Context: an optimization exercise on an open-source flow, tuned for small area. The choices shown serve that exercise and are no tape-out recipe.
Function was checked by simulation only, so behaviour that the tests miss may differ from the original.
Power and IR drop assume default switching activity. The clock port is modelled as an ideal driver; clocking choices that lean on that would not hold on a real chip.

<file path="flow/config.mk">
export PLATFORM = sky130hd
export DESIGN_NAME = instruction_cache
export DESIGN_NICKNAME = instruction_cache
export VERILOG_FILES = /design/flow/design.v
export SDC_FILE = /design/flow/constraint.sdc
export NUM_CORES = 8
export LEC_CHECK = 0
export CAP_MARGIN = 20
export CORE_MARGIN = 2
export CORE_UTILIZATION = 70
export CTS_CLUSTER_DIAMETER = 75
export CTS_CLUSTER_SIZE = 26
export SLEW_MARGIN = 30
export SYNTH_HIERARCHICAL = 1
export SYNTH_MEMORY_MAX_BITS = 16384
</file>
<file path="flow/constraint.sdc">
create_clock -name core_clock -period 15.0 [get_ports {clock}]
set_input_delay 3.0000 -clock core_clock [delete_from_list [all_inputs] [get_ports {clock}]]
set_output_delay 3.0000 -clock core_clock [all_outputs]
set_load 0.01 [all_outputs]
</file>
<file path="flow/design.v">
`timescale 1 ps / 1 ps
module rd_aoi3 (
		input  wire d0, s0, d1, s1, d2, s2,
		output wire y
	);
	assign y = ~((d0 & s0) | (d1 & s1) | (d2 & s2));
endmodule
module rd_oh4 (
		input  wire [3:0] d, s,
		output wire y
	);
	assign y = |(d & s);
endmodule
module sel_nor (
		input  wire an, bn,
		output wire y
	);
	assign y = ~(an | bn);
endmodule
module rd_nand (
		input  wire d0, s0,
		output wire y
	);
	assign y = ~(d0 & s0);
endmodule
module rd_bit #(
		parameter n = 272
	)(
		input  wire [n-1:0] d,
		input  wire [n-1:0] s,
		output wire y
	);
	localparam m3 = n / 3;		 
	localparam m1 = n % 3;		 
	wire [m3+m1-1:0] p;		 
	genvar i;
	generate
		for (i = 0; i < m3; i = i + 1) begin : leaf
			rd_aoi3 a (.d0(d[3*i]), .s0(s[3*i]), .d1(d[3*i+1]), .s1(s[3*i+1]),
			           .d2(d[3*i+2]), .s2(s[3*i+2]), .y(p[i]));
		end
		for (i = 0; i < m1; i = i + 1) begin : one
			rd_nand a (.d0(d[3*m3+i]), .s0(s[3*m3+i]), .y(p[m3+i]));
		end
	endgenerate
	assign y = ~&p;
endmodule
`timescale 1 ps / 1 ps
module ring_mux (
		input  wire [3:0] a, b,
		input  wire       s, sn,
		output wire [3:0] y
	);
	assign y = (a & {4{sn}}) | (b & {4{s}});
endmodule
`timescale 1 ps / 1 ps
module instruction_cache (
		input  wire        clock,
		input  wire        reset,
		output wire [31:0] memory_address,
		output wire        memory_read,
		input  wire [63:0] memory_readdata,
		input  wire        memory_waitrequest,
		output wire [3:0]  memory_burstcount,
		input  wire        memory_readdatavalid,
		input  wire [31:0] core_inst_address,
		output wire [31:0] core_instruction,
		output wire        core_waitrequest,
		input  wire        core_read,
		output wire        core_inst_valid
	);
	genvar s, w, k, j;
	wire [23:0] tag   = core_inst_address[31:8];
	wire [1:0]  index = core_inst_address[7:6];
	wire [2:0]  beat  = core_inst_address[5:3];
	wire        half  = core_inst_address[2];
	reg        miss_recovery;
	reg [1:0]  active_index;
	reg [23:0] tag_t;		 
	reg [1:0]  transfer_state;
	reg [2:0]  burst_count;		 
	reg [7:0]  burst_state;		 
	reg [15:0] valid_lanes;		 
	reg [11:0] LRU;			 
	reg [2:0]  active_LRU;
	reg [2:0]  phase;		 
	reg [2:0]  off;			 
	reg [7:0]  cp_pend;		 
	reg [3:0]  cp_line;		 
	reg [2:0]  cp_first;		 
	reg [2:0]  cp_off;		 
	wire       cp_busy = |cp_pend;	 
	wire data_ready = (transfer_state == 2'd3);
	assign memory_read = (transfer_state == 2'd1);
	assign memory_burstcount = 4'd8;
	assign memory_address = {core_inst_address[31:3], 3'b000};
	wire [3:0] set_sel = 4'b0001 << active_index;
	wire [3:0] valid_act = valid_lanes[4*active_index+:4];
	wire tag_late = cp_pend[{1'b0, cp_line[3:2]}] & cp_pend[{1'b1, cp_line[3:2]}];
	wire eq_t = (tag == tag_t);
	wire [1:0] tslot = active_index - phase[1:0];
	wire [3:0] tslot_sel = 4'b0001 << tslot;
	wire [3:0] tins;
	wire [3:0] h;
	generate
		for (w = 0; w < 4; w = w + 1) begin : tway
			reg [95:0] tring;
			wire [23:0] tin;
			ring_mux tm [5:0] (.a(tring[23:0]), .b(tag_t), .s(tins[w]), .sn(~tins[w]), .y(tin));
			always @(posedge clock)
				tring <= {tin, tring[95:24]};
			wire [23:0] t;
			for (k = 0; k < 24; k = k + 1) begin : tb
				rd_oh4 m (.d({tring[72+k], tring[48+k], tring[24+k], tring[k]}), .s(tslot_sel), .y(t[k]));
			end
			wire over = tag_late & (cp_line == {active_index, w[1:0]});
			assign h[w] = (over ? eq_t : (t == tag)) & valid_act[w];
		end
	endgenerate
	wire [1:0] lane_add = {h[2] | h[3], h[1] | h[3]};
	wire index_hit = (active_index == index);
	wire hit = index_hit & (|h);
	wire [1:0] lane_to_replace =
		!valid_act[0] ? 2'd0 :
		!valid_act[1] ? 2'd1 :
		!valid_act[2] ? 2'd2 :
		!valid_act[3] ? 2'd3 :
		{active_LRU[1], active_LRU[1] ? active_LRU[2] : active_LRU[0]};
	wire [3:0] victim = {active_index, lane_to_replace};
	generate
		for (w = 0; w < 4; w = w + 1) begin : ti
			assign tins[w] = (data_ready & (lane_to_replace == w) & (phase[1:0] == active_index)) |
			                 (tag_late & (cp_line[1:0] == w) & (phase[1:0] == cp_line[3:2]));
		end
	endgenerate
	wire [2:0] new_LRU = lane_add[1] ? {!lane_add[0], 1'b0, active_LRU[0]}
	                                 : {active_LRU[2], 1'b1, !lane_add[0]};
	wire switch_set = core_read & !hit & !index_hit & !miss_recovery;
	wire start_miss = core_read & !hit &  index_hit & !miss_recovery;
	wire start_fill = (transfer_state == 2'd0) & miss_recovery;
	wire accept = (transfer_state == 2'd1) & !memory_waitrequest;
	always @(posedge clock or posedge reset) begin
		if (reset) begin
			miss_recovery <= 1'b0;
			active_index <= 2'd0;
			active_LRU <= 3'd0;
			valid_lanes <= 16'd0;
			LRU <= 12'd0;
		end else begin
			if (switch_set) begin
				active_index <= index;
				LRU[3*active_index+:3] <= active_LRU;
				active_LRU <= LRU[3*active_index+:3];
			end
			if (start_miss)
				miss_recovery <= 1'b1;
			if (hit && core_read)
				active_LRU <= new_LRU;
			if (data_ready) begin
				miss_recovery <= 1'b0;
				valid_lanes[victim] <= 1'b1;
				active_LRU <= new_LRU;
			end
		end
	end
	wire [23:0] tag_t_in;
	ring_mux ttm [5:0] (.a(tag_t), .b(tag), .s(accept), .sn(~accept), .y(tag_t_in));
	always @(posedge clock)
		tag_t <= tag_t_in;
	always @(posedge clock or posedge reset) begin
		if (reset) begin
			transfer_state <= 2'd0;
		end else begin
			case (transfer_state)
			2'd0: if (miss_recovery)
					transfer_state <= 2'd1;
			2'd1: if (!memory_waitrequest)
					transfer_state <= 2'd2;
			2'd2: if (&burst_state)
					transfer_state <= 2'd3;
			2'd3: transfer_state <= 2'd0;
			endcase
		end
	end
	always @(posedge clock) begin
		if (start_fill)
			burst_count <= beat;
		else if (transfer_state == 2'd2 && memory_readdatavalid)
			burst_count <= burst_count + 3'd1;
	end
	always @(posedge clock) begin
		if (start_fill)
			burst_state <= 8'd0;
		else if (transfer_state == 2'd2 && memory_readdatavalid)
			burst_state[burst_count] <= 1'b1;
	end
	wire [2:0] wslot = burst_count + off;
	wire [511:0] fbuf;
	generate
		for (k = 0; k < 8; k = k + 1) begin : fill
			reg [63:0] q;
			wire [63:0] d;
			wire we = (transfer_state == 2'd2) & memory_readdatavalid & (wslot == k);
			ring_mux fm [15:0] (.a(q), .b(memory_readdata), .s(we), .sn(~we), .y(d));
			always @(posedge clock)
				q <= d;
			assign fbuf[64*k+:64] = q;
		end
	endgenerate
	wire [2:0] roff = cp_busy ? cp_off : off;
	wire [2:0] rslot = phase + roff;
	wire [7:0] rslot_sel = 8'd1 << rslot;
	wire [63:0] copy_beat;
	generate
		for (k = 0; k < 64; k = k + 1) begin : cm
			wire [7:0] d;
			for (w = 0; w < 8; w = w + 1) begin : cw
				assign d[w] = fbuf[64*w+k];
			end
			rd_bit #(8) m (.d(d), .s(rslot_sel), .y(copy_beat[k]));
		end
	endgenerate
	always @(posedge clock or posedge reset) begin
		if (reset) begin
			phase <= 3'd0;
			off <= 3'd0;
			cp_pend <= 8'd0;
			cp_first <= 3'd0;
			cp_off <= 3'd0;
		end else begin
			phase <= phase + 3'd1;
			if (start_fill)
				off <= cp_first - beat;
			if (data_ready) begin
				cp_pend <= ~(8'd1 << phase);
				cp_first <= rslot;
				cp_off <= off;
			end else
				cp_pend <= cp_pend & ~(8'd1 << phase);
		end
	end
	always @(posedge clock)
		if (data_ready)
			cp_line <= victim;
	wire [15:0] ins;
	wire [511:0] ring_q [0:15];
	generate
		for (s = 0; s < 16; s = s + 1) begin : wline
			reg [511:0] ring;
			wire [63:0] ring_in;
			assign ring_q[s] = ring;
			assign ins[s] = (data_ready & (victim == s)) | (cp_busy & (cp_line == s));
			ring_mux m [15:0] (.a(ring[63:0]), .b(copy_beat), .s(ins[s]), .sn(~ins[s]), .y(ring_in));
			always @(posedge clock)
				ring <= {ring_in, ring[511:64]};
		end
	endgenerate
	wire bypass_hit = (transfer_state != 2'd0) & index_hit & eq_t & burst_state[beat];
	wire from_fbuf = cp_pend[beat];
	wire pend_hit = from_fbuf & (active_index == cp_line[3:2]) & h[cp_line[1:0]];
	wire [3:0] hq;
	generate
		for (w = 0; w < 4; w = w + 1) begin : hqw
			assign hq[w] = h[w] & ~(from_fbuf & (cp_line == {active_index, w[1:0]}));
		end
	endgenerate
	wire [2:0] rbeat = beat - phase;
	wire [2:0] fbeat_b = beat + off;	 
	wire [2:0] fbeat_p = beat + cp_off;	 
	wire [15:0] word_sel_r = 16'd1 << {rbeat, half};
	wire [15:0] word_sel_b = 16'd1 << {fbeat_b, half};
	wire [15:0] word_sel_p = 16'd1 << {fbeat_p, half};
	wire [15:0] word_sel_f;
	ring_mux fsel [3:0] (.a(word_sel_p), .b(word_sel_b), .s(bypass_hit), .sn(~bypass_hit), .y(word_sel_f));
	wire fbuf_hit = bypass_hit | pend_hit;
	wire [63:0] sw [0:3];	 
	generate
		for (k = 0; k < 4; k = k + 1) begin : swy
			for (s = 0; s < 4; s = s + 1) begin : ssel
				for (w = 0; w < 16; w = w + 1) begin : wsel
					sel_nor a (.an(~set_sel[s]), .bn(~word_sel_r[w]), .y(sw[k][16*s+w]));
				end
			end
		end
	endgenerate
	wire [31:0] rdata;
	generate
		for (k = 0; k < 32; k = k + 1) begin : rb
			wire [3:0] tw;		 
			wire tf;		 
			for (w = 0; w < 4; w = w + 1) begin : way
				wire [63:0] d;
				for (s = 0; s < 4; s = s + 1) begin : rl
					for (j = 0; j < 16; j = j + 1) begin : rw
						assign d[16*s+j] = ring_q[4*s+w][32*j+k];
					end
				end
				rd_bit #(64) m (.d(d), .s(sw[w]), .y(tw[w]));
			end
			wire [15:0] df;
			for (j = 0; j < 16; j = j + 1) begin : fw
				assign df[j] = fbuf[32*j+k];
			end
			rd_bit #(16) mf (.d(df), .s(word_sel_f), .y(tf));
			assign rdata[k] = |({fbuf_hit, hq} & {tf, tw});
		end
	endgenerate
	assign core_instruction = rdata;
	assign core_waitrequest = (!hit | miss_recovery) & !bypass_hit;
	assign core_inst_valid = hit | bypass_hit;
endmodule
</file>
<file path="flow/flow/run.sh">
#!/bin/bash
# Layout flow: the standard flow (standard.sh, unchanged synthesis and
# every other step) with two settings passed to ORFS through the
# environment:
#  - the clock tree is built without dummy loads (same clustering as
#    config.mk's CTS_CLUSTER_SIZE / CTS_CLUSTER_DIAMETER);
#  - the input and output ports are buffered with buf_1 cells.
# standard.sh's full output goes to standard.log in the work folder.
set -o pipefail
export CTS_ARGS="-sink_clustering_enable -repair_clock_nets -sink_clustering_size 26 -sink_clustering_max_diameter 75 -dont_use_dummy_load"
export BUFFER_PORTS_ARGS="-buffer_cell sky130_fd_sc_hd__buf_1"
bash standard.sh > standard.log 2>&1
</file>
<file path="flow/standard.sh">
#!/bin/bash
# synth_recipe.tcl (not shown) runs the flow's synth.tcl, then flattens the netlist and writes it again
# the make line also repeats each setting of config.mk as NAME=value (left out here)
make -C /OpenROAD-flow-scripts/flow DESIGN_CONFIG=/design/flow/config.mk WORK_HOME=/design/flow/orfs CLKGATE_MAP_FILE= SYNTH_SCRIPT=/design/flow/synth_recipe.tcl "${@:-finish}"
</file>
==> flow_metrics.env, run 1 <==
export IMPL_ctsHoldBuffers=0
export IMPL_syn_to_final_growth_pct=9.20
export IMPL_die_height_um=596
export IMPL_ioPinCount=172
export IMPL_port_buffers=162
export IMPL_yosysWarningCount=7
export IMPL_maxCapViolCount=0
export IMPL_synthArstFlopShare_pct=0.610
export IMPL_rr_worst_depth=14
export IMPL_grt_pass1_vias=169000
export IMPL_arrival_ps=10670
export IMPL_tightest_slew_ps=1170
export IMPL_post_route_worst_setup_slack_ps=1330
export IMPL_initial_utilization_pct=70.3
export IMPL_worstSkewPairLatency_ps=1070
export IMPL_worstSetupPathType="primary input to primary output"
export IMPL_grt_first_pass_wirelength_um=1250000
export IMPL_worstSetupStartpointType="primary input"
export IMPL_slew_headroom_pct=21.6
export IMPL_ys_flop_type="dfxtp_1"
export IMPL_tns_ps=0
export IMPL_cts_resized=0
export IMPL_drv_slew=0
export IMPL_wl_per_cell_um=41.0
export IMPL_cts_setup_buffers=0
export IMPL_synth_distinct_cells=58
export IMPL_dr_pass1_iters=22
export IMPL_powerDensity_nw_per_um2=235
export IMPL_place_area_um2=258000
export IMPL_end_kind="primary output"
export IMPL_outcome="finished clean"
export IMPL_postSynthCellCount=16600
export IMPL_vias=179000
export IMPL_grt_overflow_total=0
export IMPL_synth_edf_count=7
export IMPL_coreArea_um2=349000
export IMPL_rsz0062_at_grt="no"
export IMPL_rows=217
export IMPL_dpl_hpwl_um=516000
export IMPL_clock_sinks=9183
export IMPL_drt_iter0_drc=44700
export IMPL_min_delay_start="wline[5].ring[371]"
export IMPL_hp_class="flip-flop to flip-flop"
export IMPL_htreeDepth=5
export IMPL_fin_area_um2=268000
export IMPL_crit_reg2reg_launch="active_index[1]"
export IMPL_totalWireLength_um=914000
export IMPL_nets=17800
export IMPL_grt_max_degree=66
export IMPL_fin_crit_sh_pct=91.1
export IMPL_detail_route_antenna_nets=0
export IMPL_regArea_um2=184000
export IMPL_yosys_register_bits=9183
export IMPL_yosysSeqAreaShare_pct=75.0
export IMPL_drive_gt1_share_pct=7.54
export IMPL_setup_violations=0
export IMPL_die_area_um2=355000
export IMPL_instances_no_fill=22300
export IMPL_period_needed_ps=13670
export IMPL_cts_tree="built"
export IMPL_path_max_fanout=32
export IMPL_antenna_found_initial=81
export IMPL_r2r_end="active_LRU[2]"
export IMPL_drc=0
export IMPL_multiInputGateArea_um2=62900
export IMPL_grtUsageTotal_pct=49.2
export IMPL_clk_path_buf_depth=4
export IMPL_leakage_nw=98.4
export IMPL_synth_area_um2=245000
export IMPL_gp_congestion=0.994
export IMPL_fin_skew_ps=88.6
export IMPL_cp_required_ps=12000
export IMPL_dp_cells=21800
export IMPL_syn_area_per_cell_um2=14.8
export IMPL_viasPerCell=8.01
export IMPL_fmax_mhz=73.2
export IMPL_n_fill_cell=22000
export IMPL_path_clk_slew_ps=100
export IMPL_rrSetupSlack_ps=9160
export IMPL_critPathCapture="core_instruction[3]"
export IMPL_dp_slack_ps=2170
export IMPL_die_w_um=596
export IMPL_cts_buffers=392
export IMPL_cts_root_buffer="clkbuf_16"
export IMPL_crit_start="core_inst_address[3]"
export IMPL_ir_drop_uv=242
export IMPL_final_hold_violation_count=0
==> state kept, by name (all words and copies together), names as in the netlist, 3 cells and up <==
name,count
LRU,12
active_LRU,3
burst_count,3
burst_state,8
cp_first,3
cp_line,4
cp_off,3
cp_pend,8
fill.q,512
off,3
phase,3
tag_t,24
tway.tring,384
valid_lanes,16
wline.ring,8192
==> metal layers <==
metal | wire (um) | GRT usage (%)
met5 | 1340 | 1.64
met4 | 73800 | 33.7
met3 | 160000 | 22.6
met2 | 363000 | 67.3
met1 | 315000 | 61.6
==> synth_stat cells, types with 7 or more instances <==
master / instances / area (um^2)
dfxtp_1: 9120 / 183000
a222oi_1: 2977 / 29800
a22o_1: 1681 / 14700
nand4_1: 758 / 4740
nand2_1: 503 / 1890
nor2_1: 330 / 1240
a22oi_1: 258 / 1940
and4_1: 162 / 1420
nor4_1: 149 / 932
xnor2_1: 90 / 788
nand3_1: 76 / 380
inv_1: 58 / 218
dfrtp_1: 56 / 1400
xor2_1: 56 / 490
buf_2: 36 / 180
buf_4: 36 / 270
ha_1: 34 / 425
clkbuf_1: 27 / 101
o21ai_0: 27 / 135
nor3_1: 20 / 100
a21o_1: 15 / 113
a21oi_1: 15 / 75.1
mux4_2: 13 / 293
and2_1: 12 / 75.1
nor2b_1: 12 / 75.1
a31oi_1: 11 / 68.8
nand2b_1: 11 / 68.8
and3_1: 7 / 43.8
edfxtp_1: 7 / 210
mux2_2: 7 / 78.8
==> cells in the final DEF (no fill, tap or decap), drive strengths merged, types with 7 or more instances in the layout <==
cell type | netlist | final
diode | 0 | 84
clkbuf | 27 | 394
dfxtp | 9120 | 9120
nand2 | 505 | 505
a21oi | 16 | 16
nand3 | 76 | 76
a21o | 15 | 15
ha | 34 | 34
o21ai | 28 | 28
nor2 | 330 | 330
nor3 | 20 | 20
dfrtp | 56 | 56
nor4 | 149 | 149
and3 | 7 | 7
buf | 79 | 697
a31oi | 11 | 11
xor2 | 56 | 56
nand4 | 758 | 758
nor2b | 12 | 12
a22o | 1681 | 1681
nand2b | 11 | 11
and4 | 162 | 162
mux2 | 7 | 7
a22oi | 258 | 258
inv | 58 | 55
conb | 2 | 7
edfxtp | 7 | 7
a222oi | 2977 | 2977
and2 | 12 | 12
xnor2 | 90 | 90
mux4 | 13 | 13
==> cells by family (layout without fill, tap and decap cells) <==
| logic type | after synthesis | count (layout) | synth area share [%] |
|---|---|---|---|
| multiplexers | 26 | 26 | 0.176 |
| AO/OA/AOI/OAI | 5014 | 5014 | 19.2 |
| buffers and inverters | 164 | 1149 | 0.339 |
| other | 2 | 91 | 0.00306 |
| AND/OR/NAND/NOR | 2056 | 2056 | 4.52 |
| flip-flops | 9183 | 9183 | 75.0 |
| adder cells (fa/ha/maj) | 40 | 40 | 0.222 |
| XOR/XNOR | 146 | 146 | 0.521 |
==> per-module statistics from Yosys, one instance, submodules excluded, excerpt <==
module	flip-flops and latches	cell area (um^2)
ring_mux	0	35.0
sel_nor	0	3.75
rd_aoi3	0	10.0
instruction_cache	9183	190000
rd_oh4	0	18.8
rd_nand	0	3.75
==> through the flow <==
step	hold WS (ps)	total power [mW]	util (%)
floorplan	330	41.6	-
global placement	331	49.4	73.8
detailed placement	334	49.9	73.8
CTS	300	61.3	76.6
global route	305	64.1	76.7
finish	296	63.0	76.8
==> worst max-delay path: stages <==
cell and delay [ps]:
buf_1 70, buf_4 190, inv_1 70, ha_1 130, inv_1 50, fa_1 370, xnor2_1 170, xnor2_2 800
nor2b_1 350, nand3_2 590, buf_4 430, nor2_4 60, buf_4 420, a222oi_1 510, nand4_1 140, nor4_1 190
nand4_1 580, a22oi_1 1140, nand4_1 980, buf_1 340
==> report_power, final <==
group	internal, mW	switching, mW
clock network	4.69	7.21
registers	32.9	4.88
logic	3.29	10.1
==> worst min-delay path by stage <==
stage,endpoint,slack (ps),cells past startpoint
2_1_floorplan,wline[0].ring[128],330,0
3_5_place_dp,wline[12].ring[63],330,0
4_1_cts,wline[5].ring[307],300,0
5_1_grt,wline[5].ring[307],310,0
3_3_place_gp,wline[10].ring[271],330,0
6_report,wline[5].ring[307],300,0
==> layout make-up <==
class / count / area share, %
multi-input cells: 7289 / 23.5
repair buffers: 699 / 1.86
well taps: 4599 / 2.15
diodes: 84 / 0.0784
inverters: 58 / 0.0901
clock buffers: 392 / 3.66
flip-flops and latches: 9183 / 68.7
==> run 2, diff against run 1 <==
--- a/flow/design.v
+++ b/flow/design.v
@@ -5,17 +5,11 @@
 	);
 	assign y = ~((d0 & s0) | (d1 & s1) | (d2 & s2));
 endmodule
-module rd_oh4 (
-		input  wire [3:0] d, s,
+module sel_and (
+		input  wire a, b,
 		output wire y
 	);
-	assign y = |(d & s);
-endmodule
-module sel_nor (
-		input  wire an, bn,
-		output wire y
-	);
-	assign y = ~(an | bn);
+	assign y = a & b;
 endmodule
 module rd_nand (
 		input  wire d0, s0,
@@ -111,7 +105,7 @@
 				tring <= {tin, tring[95:24]};
 			wire [23:0] t;
 			for (k = 0; k < 24; k = k + 1) begin : tb
-				rd_oh4 m (.d({tring[72+k], tring[48+k], tring[24+k], tring[k]}), .s(tslot_sel), .y(t[k]));
+				rd_bit #(4) m (.d({tring[72+k], tring[48+k], tring[24+k], tring[k]}), .s(tslot_sel), .y(t[k]));
 			end
 			wire over = tag_late & (cp_line == {active_index, w[1:0]});
 			assign h[w] = (over ? eq_t : (t == tag)) & valid_act[w];
@@ -278,7 +272,7 @@
 		for (k = 0; k < 4; k = k + 1) begin : swy
 			for (s = 0; s < 4; s = s + 1) begin : ssel
 				for (w = 0; w < 16; w = w + 1) begin : wsel
-					sel_nor a (.an(~set_sel[s]), .bn(~word_sel_r[w]), .y(sw[k][16*s+w]));
+					sel_and a (.a(set_sel[s]), .b(word_sel_r[w]), .y(sw[k][16*s+w]));
 				end
 			end
 		end
==> run 2 against run 1 <==
Net effect: sequential share of layout area is 0.54 points higher; via count down 0.50%; non-clock buffer count decreased by 68; critical path depth decreased by 2; total power shrank 1.9%; maximum frequency rose by 5.2%; register-to-register slack got worse by 430 ps; synthesized cell count fell by 0.57%; worst setup slack gained 680 ps; clock power is essentially flat; critical endpoint is now core_instruction[7]; largest cell class unchanged; largest power group unchanged; highest routed layer unchanged.
==> flow_metrics.env, run 2 <==
export IMPL_outcome="finished clean"
export IMPL_synth_edf_count=7
export IMPL_coreArea_um2=349000
export IMPL_yosys_register_bits=9183
export IMPL_die_w_um=597
export IMPL_fin_skew_ps=85.3
export IMPL_tightest_slew_ps=1220
export IMPL_cts_resized=0
export IMPL_powerDensity_nw_per_um2=232
export IMPL_path_max_fanout=24
export IMPL_syn_to_final_growth_pct=8.17
export IMPL_clock_sinks=9183
export IMPL_vias=178000
export IMPL_min_delay_start="wline[3].ring[211]"
export IMPL_crit_reg2reg_launch="active_index[0]"
export IMPL_rows=217
export IMPL_end_kind="primary output"
export IMPL_cts_buffers=392
export IMPL_ioPinCount=172
export IMPL_path_clk_slew_ps=100
export IMPL_hold_depth=0
export IMPL_nets=17600
export IMPL_grt_max_degree=70
export IMPL_yosysTopAreaCellShare_pct=74.3
export IMPL_synth_common_cells="dfxtp_1, a222oi_1, a22o_1, nand4_1, nand2_1"
export IMPL_die_height_um=597
export IMPL_yosys_area_top_type="dfxtp_1"
export IMPL_fmax_mhz=77.0
export IMPL_drc=0
export IMPL_grtUsageTotal_pct=49.6
export IMPL_clk_path_buf_depth=4
export IMPL_port_buffers=162
export IMPL_hp_class="flip-flop to flip-flop"
export IMPL_die_area_um2=356000
export IMPL_tns_ps=0
export IMPL_antenna_found_initial=85
export IMPL_grt_pass1_vias=167000
export IMPL_rrSetupSlack_ps=8730
export IMPL_dpl_hpwl_um=525000
export IMPL_largest_register_ffs=8192
export IMPL_met1_usage_pct=62.5
export IMPL_period_needed_ps=12990
export IMPL_cts_setup_buffers=0
export IMPL_ys_flop_type="dfxtp_1"
export IMPL_synthArstFlopShare_pct=0.610
export IMPL_rr_worst_depth=17
export IMPL_yosysSeqAreaShare_pct=74.9
export IMPL_ctsHoldBuffers=0
export IMPL_totalWireLength_um=921000
export IMPL_yosysWarningCount=7
export IMPL_slew_headroom_pct=18.8
export IMPL_drive_gt1_share_pct=7.28
export IMPL_p_total_mw=61.8
export IMPL_leakage_nw=98.5
export IMPL_grt_overflow_total=0
export IMPL_ir_drop_uv=317
export IMPL_gp_congestion=0.956
export IMPL_arrival_ps=9990
export IMPL_mostFrequentLayoutCell="dfxtp_1"
export IMPL_cts_tree="built"
export IMPL_top_register="wline.ring"
export IMPL_synth_area_um2=246000
export IMPL_synth_distinct_cells=78
export IMPL_worstSetupPathType="primary input to primary output"
export IMPL_cts_root_buffer="clkbuf_16"
export IMPL_worstSetupStartpointType="primary input"
export IMPL_viasPerCell=8.04
export IMPL_drt_iter0_drc=44800
export IMPL_yosysMostFrequentCell="dfxtp_1"
export IMPL_final_hold_violation_count=0
export IMPL_drv_slew=0
export IMPL_rsz0062_at_grt="no"
export IMPL_grt_first_pass_wirelength_um=1250000
export IMPL_detail_route_antenna_nets=0
export IMPL_r2r_end="active_LRU[2]"
export IMPL_initial_utilization_pct=70.4
export IMPL_largestRegisters="wline.ring x8192, fill.q x512, tway.tring x384"
export IMPL_worstSkewPairLatency_ps=1070
export IMPL_htreeDepth=5
export IMPL_use_met2_pct=67.1
export IMPL_syn_area_per_cell_um2=14.9
export IMPL_fin_crit_sh_pct=86.6
export IMPL_wl_per_cell_um=41.6
export IMPL_setup_violations=0
export IMPL_whs_endpoint="wline[3].ring[147]"
export IMPL_mostFrequentLayoutCells="dfxtp_1, a222oi_1, a22o_1, nand4_1, nand2_1"
export IMPL_postSynthCellCount=16500
export IMPL_maxCapViolCount=0
export IMPL_dr_pass1_iters=14
export IMPL_grtUsageMet3_pct=20.8
export IMPL_grt_busiest_layer="met2"
export IMPL_cp_required_ps=12000
export IMPL_synth_area_leaders="dfxtp_1, a222oi_1, a22o_1, nand4_1, nand2_1"
run 2: critical path: stages:
cell	delay [ps]
buf_1	130
inv_1	80
ha_1	140
inv_1	50
fa_1	370
xnor2_1	150
xnor2_1	810
nand2_1	430
nor3_2	730
buf_4	390
and2_2	930
buf_4	390
a222oi_1	150
and4_1	230
nand4_1	710
a221o_1	280
a221o_1	710
buf_1	220
run 2: routing by layer:
layer	share of wire [%]	wire [um]
met3	17	156000
met1	34	316000
met2	39	364000
met4	9.2	85100
met5	0.097	898
run 2: stage by stage:
| step | std cells | worst slack, ps | instance area [um^2] | hold slack [ps] | util (%) |
|---|---|---|---|---|---|
| 2_1_floorplan | 16500 | 5560 | 246000 | 330 | - |
| 3_3_place_gp | 21700 | 2620 | 256000 | 331 | 73.2 |
| 3_5_place_dp | 21700 | 2660 | 256000 | 334 | 73.2 |
| 4_1_cts | 22100 | 2620 | 266000 | 307 | 76.1 |
| 5_1_grt | 22100 | 2350 | 266000 | 317 | 76.1 |
| 6_report | 22100 | 2010 | 266000 | 301 | 76.1 |
run 2: cell type report:
cell class              instances  area, um^2
diodes                         59         148
clock buffers                 392        9810
fillers                     22300       83500
inverters                      54         206
multi-input cells            7203       61700
flip-flops and latches       9183      184000
well taps                    4599        5750
repair buffers                631        4210
run 2: how the worst max path moves through the flow:
stage,from,depth (start not counted),endpoint,slack [ps]
6_report,core_inst_address[3],18,core_instruction[7],2010
5_1_grt,core_inst_address[3],18,core_instruction[7],2350
4_1_cts,core_inst_address[3],18,core_instruction[7],2620
3_5_place_dp,core_inst_address[3],18,core_instruction[7],2660
3_3_place_gp,core_inst_address[3],18,core_instruction[7],2620
2_1_floorplan,core_inst_address[3],17,core_instruction[13],5560
run 2: power by group:
group          internal [mW]  switching (mW)  leakage [nW]  total, mW
registers               32.8            4.80          74.8       37.6
logic                   3.00            9.30          18.8       12.3
clock network           4.68            7.22          4.83       11.9
total                   40.5            21.3          98.5       61.8
run 2: cell families (layout without fill, tap and decap cells):
family                     after synthesis  count (layout)  share of synthesized area, %
adders and majority gates               37              37                         0.207
DFF                                   9183            9183                          74.9
other                                    2              66                       0.00305
muxes                                   24              24                         0.164
and+or+nand+nor                       2068            2068                          4.77
xor gates and xnor gates               146             146                         0.520
buffers and inverters                  155            1077                         0.355
AOI/OAI and AO/OA                     4921            4921                          19.1
run 2: per-module statistics from Yosys (local to each module, per instance), a selection:
module	cells inside	flip-flops and latches
rd_nand	1	0
ring_mux	4	0
rd_aoi3	1	0
instruction_cache	10000	9183
sel_and	1	0
==> run 3, diff against run 2 <==
--- a/flow/flow/run.sh
+++ b/flow/flow/run.sh
@@ -7,6 +7,6 @@
 #  - the input and output ports are buffered with buf_1 cells.
 # standard.sh's full output goes to standard.log in the work folder.
 set -o pipefail
-export CTS_ARGS="-sink_clustering_enable -repair_clock_nets -sink_clustering_size 26 -sink_clustering_max_diameter 75 -dont_use_dummy_load"
+export CTS_ARGS="-sink_clustering_enable -repair_clock_nets -sink_clustering_size 28 -sink_clustering_max_diameter 70 -dont_use_dummy_load"
 export BUFFER_PORTS_ARGS="-buffer_cell sky130_fd_sc_hd__buf_1"
 bash standard.sh > standard.log 2>&1
--- a/flow/config.mk
+++ b/flow/config.mk
@@ -8,8 +8,8 @@
 export CAP_MARGIN = 20
 export CORE_MARGIN = 2
 export CORE_UTILIZATION = 70
-export CTS_CLUSTER_DIAMETER = 75
-export CTS_CLUSTER_SIZE = 26
+export CTS_CLUSTER_DIAMETER = 70
+export CTS_CLUSTER_SIZE = 28
 export SLEW_MARGIN = 30
 export SYNTH_HIERARCHICAL = 1
 export SYNTH_MEMORY_MAX_BITS = 16384
==> run 3 against run 2 <==
Net effect: highest routed layer unchanged; final cell count about the same; critical path depth unchanged; maximum frequency grew 0.26%; combinational power about the same; global-route usage shrank 0.14 points; still clean; register-to-register slack lost 60 ps; critical endpoint unchanged.
==> flow_metrics.env, run 3 <==
export IMPL_dr_pass1_iters=15
export IMPL_path_max_fanout=24
export IMPL_totalWireLength_um=918000
export IMPL_fin_skew_ps=71.5
export IMPL_cp_required_ps=12000
export IMPL_die_height_um=597
export IMPL_maxCapViolCount=0
export IMPL_clk_path_buf_depth=4
export IMPL_synth_distinct_cells=78
export IMPL_leakage_nw=98.3
export IMPL_cts_setup_buffers=0
export IMPL_cts_tree="built"
export IMPL_largestRegisters="wline.ring x8192, fill.q x512, tway.tring x384"
export IMPL_yosys_register_bits=9183
export IMPL_yosysSeqAreaShare_pct=74.9
export IMPL_powerDensity_nw_per_um2=232
export IMPL_yosysWarningCount=7
export IMPL_mostFrequentLayoutCell="dfxtp_1"
export IMPL_vias=177000
export IMPL_yosys_area_top_type="dfxtp_1"
export IMPL_yosysMostFrequentCell="dfxtp_1"
export IMPL_largest_register_ffs=8192
export IMPL_tightest_slew_ps=1190
export IMPL_coreArea_um2=349000
export IMPL_slew_headroom_pct=20.3
export IMPL_fmax_mhz=77.2
export IMPL_dpl_hpwl_um=525000
export IMPL_top_register="wline.ring"
export IMPL_synth_area_um2=246000
export IMPL_rows=217
export IMPL_setup_violations=0
export IMPL_n_fill_cell=22400
export IMPL_end_kind="primary output"
export IMPL_ir_drop_uv=318
export IMPL_ctsHoldBuffers=0
export IMPL_die_w_um=597
export IMPL_ioPinCount=172
export IMPL_crit_chain="buf_1 -> inv_1 -> ha_1 -> inv_1 -> fa_1 -> xnor2_1 -> xnor2_1 -> nand2_1 -> nor3_2 -> buf_4 -> and2_2 -> buf_4 -> a222oi_1 -> and4_1 -> nand4_1 -> a221o_1 -> a221o_1 -> buf_1"
export IMPL_port_buffers=162
export IMPL_final_hold_violation_count=0
export IMPL_htreeDepth=5
export IMPL_ys_flop_type="dfxtp_1"
export IMPL_grt_first_pass_wirelength_um=1250000
export IMPL_grt_pass1_vias=167000
export IMPL_drt_iter0_drc=44300
export IMPL_die_area_um2=356000
export IMPL_post_route_worst_setup_slack_ps=2040
export IMPL_detail_route_antenna_nets=0
export IMPL_hp_class="flip-flop to flip-flop"
export IMPL_synth_area_leaders="dfxtp_1, a222oi_1, a22o_1, nand4_1, nand2_1"
export IMPL_viasPerCell=8.01
export IMPL_grt_overflow_total=0
export IMPL_grt_max_degree=70
export IMPL_syn_to_final_growth_pct=8.03
export IMPL_fin_crit_sh_pct=86.4
export IMPL_crit_path_max_incr_delay_ps=910
export IMPL_path_clk_slew_ps=100
export IMPL_outcome="finished clean"
export IMPL_initial_utilization_pct=70.4
export IMPL_gp_congestion=0.956
export IMPL_wl_per_cell_um=41.5
export IMPL_arrival_ps=9960
export IMPL_antenna_found_initial=85
export IMPL_tns_ps=0
export IMPL_rsz0062_at_grt="no"
export IMPL_cts_resized=0
export IMPL_cts_buffers=374
export IMPL_synth_common_cells="dfxtp_1, a222oi_1, a22o_1, nand4_1, nand2_1"
export IMPL_syn_area_per_cell_um2=14.9
export IMPL_worstSetupStartpointType="primary input"
export IMPL_synthArstFlopShare_pct=0.610
export IMPL_cts_root_buffer="clkbuf_16"
export IMPL_mostFrequentLayoutCells="dfxtp_1, a222oi_1, a22o_1, nand4_1, nand2_1"
export IMPL_cp_slowest_cell="and2_2"
export IMPL_nets=17600
export IMPL_drc=0
export IMPL_yosysTopAreaCellShare_pct=74.3
export IMPL_drive_gt1_share_pct=7.20
export IMPL_grtUsageTotal_pct=49.4
export IMPL_worstSkewPairLatency_ps=1040
export IMPL_clock_sinks=9183
export IMPL_postSynthCellCount=16500
export IMPL_synth_edf_count=7
export IMPL_dp_slack_ps=2660
export IMPL_drv_slew=0
export IMPL_period_needed_ps=12960
export IMPL_worstSetupPathType="primary input to primary output"
==> run 3: cell types whose count changed in the layout (fill, tap and decap cells not counted) <==
cell       delta
and2_2        +1
buf_4         +1
clkbuf_16    -18
buf_6         -1
buf_12        +2
and2_4        -1
diode_2      +32
==> run 3: metrics by stage <==
step | total power, mW | utilization, % | instance area [um^2] | cells | hold WS, ps
finish | 61.6 | 76.0 | 266000 | 22100 | 284
global route | 62.5 | 76.0 | 265000 | 22100 | 297
CTS | 60.0 | 75.9 | 265000 | 22000 | 285
detailed placement | 48.9 | 73.2 | 256000 | 21700 | 334
global placement | 48.5 | 73.2 | 256000 | 21700 | 331
floorplan | 41.0 | - | 246000 | 16500 | 330
==> run 3: modules after synthesis, one instance, submodules excluded, a selection <==
module	cells inside	cell area (um^2)
sel_and	1	6.26
rd_aoi3	1	10.0
instruction_cache	10000	190000
ring_mux	4	35.0
rd_nand	1	3.75
==> run 3: layer usage <==
layer | vias up | wire [um] | global-route usage, %
li1 | 70300 | - | -
met1 | 87300 | 316000 | 62.3
met2 | 16300 | 363000 | 67.0
met3 | 3442 | 155000 | 20.6
met4 | 48 | 82900 | 38.2
met5 | - | 615 | 0.365
==> run 3: path summary, 6_finish.rpt <==
check / start / endpoint / slack, ps / cells after the start
max in group asynchronous: reset / cp_pend[5] / 12210 / 3
hold / removal: tway[2].tring[78] / tway[2].tring[54] / 280 / 0
setup / recovery: core_inst_address[3] / core_instruction[7] / 2040 / 18
min in group asynchronous: reset / valid_lanes[11] / 2260 / 3
setup reg to reg: active_index[0] / active_LRU[2] / 8670 / 16
hold reg to reg: tway[2].tring[78] / tway[2].tring[54] / 280 / 0
==> run 3: worst max-delay path, delay by kind of cell <==
kind                       cells  cell delay, ps
AOI/OAI and AO/OA              3            1030
buffers and inverters          6            1270
xor gates and xnor gates       2            1030
adders and majority gates      2             510
and+or+nand+nor                5            3020
==> run 3: logic make-up (layout without fill, tap and decap cells) <==
| group | Yosys count | count (layout) | synth area share, % |
|---|---|---|---|
| AOI/OAI and AO/OA | 4921 | 4921 | 19.1 |
| xor gates and xnor gates | 146 | 146 | 0.520 |
| adders and majority gates | 37 | 37 | 0.207 |
| buffers and inverters | 155 | 1061 | 0.355 |
| DFF | 9183 | 9183 | 74.9 |
| muxes | 24 | 24 | 0.164 |
| other | 2 | 98 | 0.00305 |
| and+or+nand+nor | 2068 | 2068 | 4.77 |
==> run 3: area by class of cell <==
class                   count  area, um^2  share of cell area (%)
diodes                     91         228                  0.0857
multi-input cells        7203       61700                    23.2
repair buffers            633        4240                    1.60
clock buffers             374        9360                    3.52
inverters                  54         206                  0.0777
flip-flops and latches   9183      184000                    69.3
well taps                4599        5750                    2.17
==> run 3: report_power, final <==
part,total (mW),switching (mW),internal [mW]
clock network,11.6,7.15,4.49
logic,12.3,9.30,3.00
registers,37.6,4.80,32.8
total,61.6,21.3,40.3
==> run 4, diff against run 3 <==
--- a/flow/config.mk
+++ b/flow/config.mk
@@ -7,7 +7,7 @@
 export LEC_CHECK = 0
 export CAP_MARGIN = 20
 export CORE_MARGIN = 2
-export CORE_UTILIZATION = 70
+export CORE_UTILIZATION = 74
 export CTS_CLUSTER_DIAMETER = 70
 export CTS_CLUSTER_SIZE = 28
 export SLEW_MARGIN = 30
==> run 4 against run 3 <==
Net effect: final cell count decreased by 1.0%; synthesized area unchanged; first-iteration DRC count grew 1.5%; non-clock buffer count is 6 lower; largest cell class unchanged.
==> flow_metrics.env, run 4 <==
export IMPL_rows=211
export IMPL_totalWireLength_um=919000
export IMPL_cts_setup_buffers=0
export IMPL_crit_path_max_incr_delay_ps=1070
export IMPL_powerDensity_nw_per_um2=233
export IMPL_tightest_slew_ps=1280
export IMPL_tns_ps=0
export IMPL_synth_area_um2=246000
export IMPL_ir_drop_uv=263
export IMPL_crit_chain="buf_1 -> buf_4 -> inv_1 -> ha_1 -> inv_1 -> fa_1 -> xnor2_1 -> xnor2_1 -> nand2_1 -> nor2_4 -> and2_2 -> buf_4 -> a222oi_1 -> nand4_1 -> nor4_1 -> nand4_1 -> a221o_1 -> a221o_1 -> buf_1"
export IMPL_synth_distinct_cells=78
export IMPL_final_hold_violation_count=0
export IMPL_yosysMostFrequentCell="dfxtp_1"
export IMPL_top_layer_used="met5"
export IMPL_drive_gt1_share_pct=7.16
export IMPL_path_max_fanout=20
export IMPL_grt_overflow_total=0
export IMPL_ys_flop_type="dfxtp_1"
export IMPL_die_height_um=580
export IMPL_largestRegisters="wline.ring x8192, fill.q x512, tway.tring x384"
export IMPL_period_needed_ps=12960
export IMPL_drt_iter0_drc=45000
export IMPL_synth_common_cells="dfxtp_1, a222oi_1, a22o_1, nand4_1, nand2_1"
export IMPL_coreArea_um2=331000
export IMPL_mostFrequentLayoutCell="dfxtp_1"
export IMPL_vias=181000
export IMPL_dr_pass1_iters=22
export IMPL_yosys_register_bits=9183
export IMPL_ctsHoldBuffers=0
export IMPL_crit_start="core_inst_address[3]"
export IMPL_detail_route_antenna_nets=0
export IMPL_met3_length_um=159000
export IMPL_grtUsageTotal_pct=52.1
export IMPL_viasPerCell=8.24
export IMPL_syn_area_per_cell_um2=14.9
export IMPL_dpl_hpwl_um=525000
export IMPL_fmax_mhz=77.2
export IMPL_crit_buf_inv=6
export IMPL_htreeDepth=5
export IMPL_intPower_mw=40.2
export IMPL_initial_utilization_pct=74.4
export IMPL_synth_edf_count=7
export IMPL_cts_resized=0
export IMPL_antenna_found_initial=107
export IMPL_worstSkewPairLatency_ps=1050
export IMPL_yosysTopAreaCellShare_pct=74.3
export IMPL_grt_pass1_vias=171000
export IMPL_die_area_um2=337000
export IMPL_arrival_ps=9960
export IMPL_wl_per_cell_um=41.9
export IMPL_slew_headroom_pct=14.2
export IMPL_switching_share_pct=34.9
export IMPL_path_clk_slew_ps=100
export IMPL_min_delay_start="wline[0].ring[502]"
export IMPL_outcome="finished clean"
export IMPL_cp_slowest_cell="and2_2"
export IMPL_crit_family="simple AND/OR/NAND/NOR gates"
export IMPL_clock_power_share_pct=18.7
export IMPL_cts_buffers=368
export IMPL_worstSetupPathType="primary input to primary output"
export IMPL_clk_path_buf_depth=4
export IMPL_power_frac_comb_pct=20.2
export IMPL_power_switching_mw=21.5
export IMPL_cts_root_buffer="clkbuf_16"
export IMPL_synth_area_leaders="dfxtp_1, a222oi_1, a22o_1, nand4_1, nand2_1"
export IMPL_mostFrequentLayoutCells="dfxtp_1, a222oi_1, a22o_1, nand4_1, nand2_1"
export IMPL_port_buffers=162
export IMPL_p_total_mw=61.8
export IMPL_syn_to_final_growth_pct=7.85
export IMPL_die_w_um=580
export IMPL_drc=0
export IMPL_cts_tree="built"
export IMPL_setup_violations=0
export IMPL_n_fill_cell=19300
export IMPL_largest_register_ffs=8192
export IMPL_ioPinCount=172
export IMPL_met1Wirelength_um=301000
export IMPL_synthArstFlopShare_pct=0.610
export IMPL_pwr_share_seq_pct=61.1
export IMPL_fin_crit_sh_pct=86.4
export IMPL_yosysSeqAreaShare_pct=74.9
export IMPL_yosysWarningCount=7
export IMPL_grt_max_degree=69
export IMPL_nets=17600
export IMPL_wl_met2_um=366000
export IMPL_top_register="wline.ring"
export IMPL_clock_sinks=9183
export IMPL_crit_reg2reg_launch="active_index[0]"
export IMPL_rsz0062_at_grt="no"
export IMPL_cp_required_ps=12000
export IMPL_gp_congestion=0.968
export IMPL_grt_first_pass_wirelength_um=1250000
export IMPL_fin_skew_ps=86.3
export IMPL_end_kind="primary output"
export IMPL_yosys_area_top_type="dfxtp_1"
export IMPL_maxCapViolCount=0
export IMPL_hp_class="flip-flop to flip-flop"
export IMPL_postSynthCellCount=16500
export IMPL_worstSetupStartpointType="primary input"
export IMPL_drv_slew=0
export IMPL_leakage_nw=98.2
-- run 4: cell counts after synthesis --
Identical to the previous run, type by type.
-- run 4: path summary, 6_finish.rpt --
kind | to | slack, ps | cells after the start
setup / recovery | core_instruction[3] | 2040 | 19
hold / removal | wline[0].ring[438] | 300 | 0
setup reg to reg | active_LRU[2] | 9170 | 17
hold reg to reg | wline[0].ring[438] | 300 | 0
max in group asynchronous | off[1] | 12330 | 3
min in group asynchronous | active_index[0] | 2180 | 3
-- run 4: worst register-to-register path, stage by stage, from the launching register on --
cell      delay [ps]
dfrtp_1          330
buf_4            280
inv_1            220
ha_1             300
xor2_1           220
nor2_4           680
buf_4            780
nand2_1          170
nand2_1          110
xnor2_1          230
nand4_1          380
or4_1            850
nor2_1           230
a21oi_1           60
a22oi_1          330
o41a_1           280
nand2_1          110
a21boi_0         170
-- run 4: cell families after synthesis --
| group | after synthesis | synth area share [%] |
|---|---|---|
| buffers and inverters | 155 | 0.355 |
| muxes | 24 | 0.164 |
| DFF | 9183 | 74.9 |
| and+or+nand+nor | 2068 | 4.77 |
| other | 2 | 0.00305 |
| adders and majority gates | 37 | 0.207 |
| AOI/OAI and AO/OA | 4921 | 19.1 |
| xor gates and xnor gates | 146 | 0.520 |
-- run 4: metrics by stage --
step / worst slack, ps / hold WS, ps / cell area [um^2] / utilization (%) / instances
3_3_place_gp: 2650 / 331 / 256000 / 77.3 / 21400
5_1_grt: 2460 / 316 / 265000 / 80.2 / 21800
4_1_cts: 2780 / 303 / 265000 / 80.1 / 21800
3_5_place_dp: 2800 / 334 / 256000 / 77.3 / 21400
6_report: 2040 / 300 / 265000 / 80.2 / 21900
2_1_floorplan: 5560 / 330 / 246000 / - / 16500
-- run 4: final cells by class --
| type | instances | area, um^2 | share of cell area, % |
|---|---|---|---|
| multi-input combinational | 7203 | 61700 | 23.3 |
| tap | 4366 | 5460 | 2.06 |
| sequential | 9183 | 184000 | 69.5 |
| timing repair buffer | 627 | 4170 | 1.57 |
| inverter | 54 | 203 | 0.0764 |
| antenna | 110 | 275 | 0.104 |
| clock buffer | 368 | 9210 | 3.47 |
-- run 4: power groups by stage --
stage | logic [mW] | clock network [mW] | registers [mW]
after floorplan | 4.92 | 0 | 36.1
after global placement | 11.0 | 0 | 37.4
after detailed placement | 11.2 | 0 | 37.7
after CTS | 11.2 | 11.4 | 37.4
after global routing | 12.0 | 12.2 | 38.3
final | 12.5 | 11.5 | 37.7
-- run 4: metal layers --
metal	up-vias	global-route usage, %
met1	87800	62.9
met3	4509	23.1
met2	18000	71.0
met5	-	1.66
met4	66	44.0
li1	70300	-
-- run 4: modules after synthesis, one instance, submodules excluded, a selection --
module             copies in the design  cells inside
instruction_cache                     1         10000
rd_aoi3                            3072             1
rd_nand                             384             1
ring_mux                            418             4
sel_and                             256             1
==> run 5, diff against run 4 <==
--- a/flow/flow/run.sh
+++ b/flow/flow/run.sh
@@ -7,6 +7,6 @@
 #  - the input and output ports are buffered with buf_1 cells.
 # standard.sh's full output goes to standard.log in the work folder.
 set -o pipefail
-export CTS_ARGS="-sink_clustering_enable -repair_clock_nets -sink_clustering_size 28 -sink_clustering_max_diameter 70 -dont_use_dummy_load"
+export CTS_ARGS="-sink_clustering_enable -repair_clock_nets -sink_clustering_size 30 -sink_clustering_max_diameter 70 -dont_use_dummy_load"
 export BUFFER_PORTS_ARGS="-buffer_cell sky130_fd_sc_hd__buf_1"
 bash standard.sh > standard.log 2>&1
--- a/flow/config.mk
+++ b/flow/config.mk
@@ -7,9 +7,9 @@
 export LEC_CHECK = 0
 export CAP_MARGIN = 20
 export CORE_MARGIN = 2
-export CORE_UTILIZATION = 74
+export CORE_UTILIZATION = 70
 export CTS_CLUSTER_DIAMETER = 70
-export CTS_CLUSTER_SIZE = 28
+export CTS_CLUSTER_SIZE = 30
 export SLEW_MARGIN = 30
 export SYNTH_HIERARCHICAL = 1
 export SYNTH_MEMORY_MAX_BITS = 16384
==> run 5 against run 4 <==
Net effect: clock skew grew 2.4 ps; still clean on timing, DRC and antenna; final cell count grew 0.86%; maximum frequency up 0.88%; critical path type unchanged; global-route usage decreased by 2.7 points; highest routed layer unchanged; synthesized cell count stayed put; sequential share of layout area is essentially flat; largest cell class unchanged.
==> flow_metrics.env, run 5 <==
export IMPL_dr_pass1_iters=17
export IMPL_worstSetupPathType="primary input to primary output"
export IMPL_place_area_um2=256000
export IMPL_synth_adder_area_share_pct=0.207
export IMPL_antenna_found_initial=97
export IMPL_crit_reg2reg_launch="active_index[0]"
export IMPL_use_met2_pct=67.0
export IMPL_nets=17600
export IMPL_yosysMostFrequentCell="dfxtp_1"
export IMPL_die_area_um2=356000
export IMPL_power_switching_mw=21.2
export IMPL_worstSkewPairLatency_ps=1040
export IMPL_largestRegisters="wline.ring x8192, fill.q x512, tway.tring x384"
export IMPL_clock_power_share_pct=18.5
export IMPL_synthArstFlopShare_pct=0.610
export IMPL_yosysTopAreaCellShare_pct=74.3
export IMPL_maxCapViolCount=0
export IMPL_vias=177000
export IMPL_tightest_slew_ps=1190
export IMPL_yosys_register_bits=9183
export IMPL_fin_crit_sh_pct=85.7
export IMPL_die_height_um=597
export IMPL_totalWireLength_um=918000
export IMPL_setup_violations=0
export IMPL_viasPerCell=8.02
export IMPL_ys_flop_type="dfxtp_1"
export IMPL_crit_start="core_inst_address[3]"
export IMPL_initial_utilization_pct=70.4
export IMPL_wl_per_cell_um=41.5
export IMPL_ctsHoldBuffers=0
export IMPL_syn_to_final_growth_pct=7.81
export IMPL_tns_ps=0
export IMPL_instances_no_fill=22100
export IMPL_cts_resized=0
export IMPL_grt_overflow_total=0
export IMPL_r2r_end="active_LRU[2]"
export IMPL_grtUsageMet3_pct=20.9
export IMPL_cp_slowest_cell="and2_2"
export IMPL_grtUsageTotal_pct=49.4
export IMPL_cts_root_buffer="clkbuf_16"
export IMPL_detail_route_antenna_nets=0
export IMPL_drive_gt1_share_pct=7.09
export IMPL_cts_setup_buffers=0
export IMPL_intPower_mw=40.1
export IMPL_worstSetupStartpointType="primary input"
export IMPL_arrival_ps=9850
export IMPL_crit_cells=19
export IMPL_cp_required_ps=12000
export IMPL_synth_distinct_cells=78
export IMPL_dp_cells=21700
export IMPL_power_frac_comb_pct=20.1
export IMPL_yosysSeqAreaShare_pct=74.9
export IMPL_ir_drop_uv=317
export IMPL_fin_area_um2=265000
export IMPL_rrSetupSlack_ps=8660
export IMPL_postSynthCellCount=16500
export IMPL_final_hold_violation_count=0
export IMPL_powerDensity_nw_per_um2=231
export IMPL_outcome="finished clean"
export IMPL_synth_simple_area_share_pct=4.77
export IMPL_die_w_um=597
export IMPL_grt_pass1_vias=167000
export IMPL_leakage_nw=98.0
export IMPL_met1_usage_pct=62.0
export IMPL_crit_chain="buf_1 -> inv_1 -> ha_1 -> inv_1 -> fa_1 -> xnor2_1 -> xnor2_1 -> nand2_1 -> nor3_2 -> buf_4 -> and2_2 -> buf_4 -> a222oi_1 -> nand4_1 -> nor4_1 -> nand4_1 -> a221o_1 -> a221o_1 -> buf_1"
export IMPL_fin_skew_ps=88.6
export IMPL_period_needed_ps=12850
export IMPL_top_register="wline.ring"
export IMPL_cts_tree="built"
export IMPL_slew_headroom_pct=20.5
export IMPL_n_fill_cell=22500
export IMPL_htreeDepth=5
export IMPL_yosys_area_top_type="dfxtp_1"
export IMPL_switching_share_pct=34.5
export IMPL_mostFrequentLayoutCells="dfxtp_1, a222oi_1, a22o_1, nand4_1, nand2_1"
export IMPL_crit_family="simple AND/OR/NAND/NOR gates"
export IMPL_coreArea_um2=349000
export IMPL_synth_edf_count=7
export IMPL_rsz0062_at_grt="no"
export IMPL_rr_worst_depth=16
export IMPL_clk_path_buf_depth=4
export IMPL_synth_top_family_by_area="compound AO/OA/AOI/OAI gates"
export IMPL_syn_area_per_cell_um2=14.9
export IMPL_mostFrequentLayoutCell="dfxtp_1"
export IMPL_grt_busiest_layer="met2"
export IMPL_path_clk_slew_ps=110
export IMPL_critPathCapture="core_instruction[4]"
export IMPL_synth_area_leaders="dfxtp_1, a222oi_1, a22o_1, nand4_1, nand2_1"
export IMPL_synth_compound_area_share_pct=19.1
export IMPL_port_buffers=162
export IMPL_pwr_share_seq_pct=61.4
export IMPL_drt_iter0_drc=44300
export IMPL_synth_area_um2=246000
export IMPL_fmax_mhz=77.8
export IMPL_end_kind="primary output"
export IMPL_gp_congestion=0.956
export IMPL_synth_mux_area_share_pct=0.164
export IMPL_utilization_pct=75.9
export IMPL_grt_max_degree=70
export IMPL_largest_register_ffs=8192
export IMPL_crit_path_max_incr_delay_ps=820
export IMPL_path_max_fanout=17
export IMPL_clock_sinks=9183
export IMPL_drc=0
export IMPL_crit_buf_inv=6
export IMPL_hp_class="flip-flop to flip-flop"
export IMPL_grt_first_pass_wirelength_um=1250000
export IMPL_dpl_hpwl_um=525000
export IMPL_yosysWarningCount=7
export IMPL_synth_xor_area_share_pct=0.520
export IMPL_rows=217
export IMPL_synth_common_cells="dfxtp_1, a222oi_1, a22o_1, nand4_1, nand2_1"
export IMPL_ioPinCount=172
export IMPL_cts_buffers=356
export IMPL_drv_slew=0
## run 5: cell counts after synthesis
No cell type changed its count.
## run 5: metrics by stage
step / total power [mW] / setup slack (ps) / hold slack, ps
after floorplan: 41.0 / 5560 / 330
after global placement: 48.5 / 2620 / 331
after detailed placement: 48.9 / 2660 / 334
after CTS: 59.8 / 2650 / 306
after global routing: 62.2 / 2450 / 313
final: 61.3 / 2150 / 297
## run 5: worst register-to-register path: cells and delay by family (launching register included)
kind	cells	cell delay [ps]
fa+ha+maj	1	500
simple gates	6	2070
xor+xnor	1	140
flops	1	890
buf+inv	3	1350
compound gates	5	1280
## run 5: worst min-delay path by stage
stage / start / to / slack (ps) / cells after the start
after floorplan: wline[0].ring[192] / wline[0].ring[128] / 330 / 0
after global placement: wline[5].ring[174] / wline[5].ring[110] / 330 / 0
after global routing: wline[11].ring[324] / wline[11].ring[260] / 310 / 0
after CTS: wline[0].ring[383] / wline[0].ring[319] / 310 / 0
final: wline[0].ring[383] / wline[0].ring[319] / 300 / 0
after detailed placement: wline[8].ring[233] / wline[8].ring[169] / 330 / 0
## run 5: cell families (layout without fill, tap and decap cells)
logic type	Yosys count	in the layout
AO/OA/AOI/OAI	4921	4921
XOR/XNOR	146	146
adder cells (fa/ha/maj)	37	37
buffers and inverters	155	1041
flip-flops	9183	9183
multiplexers	24	24
other	2	81
AND/OR/NAND/NOR	2068	2068
## run 5: Yosys stat by module (local to each module, per instance), excerpt
module             flops+latches  cell area [um^2]
instruction_cache           9183            190000
ring_mux                       0              35.0
rd_nand                        0              3.75
sel_and                        0              6.26
rd_aoi3                        0              10.0
## run 5: power groups by stage
stage | combinational (mW) | clock, mW | sequential [mW]
after global placement | 11.1 | 0 | 37.4
after CTS | 11.2 | 11.3 | 37.3
after detailed placement | 11.2 | 0 | 37.7
final | 12.3 | 11.4 | 37.6
after global routing | 11.9 | 12.1 | 38.3
after floorplan | 4.92 | 0 | 36.1
## run 5: per-layer routing
metal / share of wire (%) / vias to the layer above / wire [um]
met5: 0.098 / - / 898
met3: 17 / 3532 / 157000
li1: - / 70300 / -
met1: 34 / 87100 / 314000
met2: 40 / 16200 / 363000
met4: 8.9 / 67 / 82100
## run 5: final cells by class
cell class | instances | area [um^2] | area share (%)
repair buffers | 631 | 4200 | 1.59
flip-flops and latches | 9183 | 184000 | 69.5
multi-input cells | 7203 | 61700 | 23.3
well taps | 4599 | 5750 | 2.17
inverters | 54 | 206 | 0.0779
clock buffers | 356 | 8910 | 3.36
diodes | 74 | 185 | 0.0699

[re-timing with driven ports]
No port has a modelled driver above. Below, the same layouts with a new extraction and two added sets of constraints.
Step 1, drivers: a clkbuf_16 drives clock and a buf_2 each remaining input, both assumed.
Step 2 also shifts input and output timing later by t, the mid clock arrival at the registers, as if the neighbouring blocks saw the same clock.
a / b / c = ideal / step 1 / step 2; a / b = the first two.
| run | t, ns | slack for setup (ns) | hold WS [ns] | clock arrival spread, ns | worst slew at a driven data input, ns |
|---|---|---|---|---|---|
| run 1 | 1.145 | 1.330 / 1.309 / 1.309 | 0.296 / 0.296 / 0.296 | 0.090 / 0.090 | 0.17 |
| run 2 | 1.143 | 2.009 / 1.983 / 1.983 | 0.301 / 0.301 / 0.301 | 0.087 / 0.088 | 0.38 |
| run 3 | 1.122 | 2.042 / 2.016 / 2.016 | 0.284 / 0.284 / 0.284 | 0.072 / 0.071 | 0.35 |
| run 4 | 1.124 | 2.039 / 2.019 / 2.019 | 0.300 / 0.300 / 0.300 | 0.092 / 0.092 | 0.27 |
| run 5 | 1.113 | 2.152 / 2.126 / 2.126 | 0.297 / 0.297 / 0.297 | 0.088 / 0.089 | 0.37 |
After both steps every run listed still meets setup and hold.
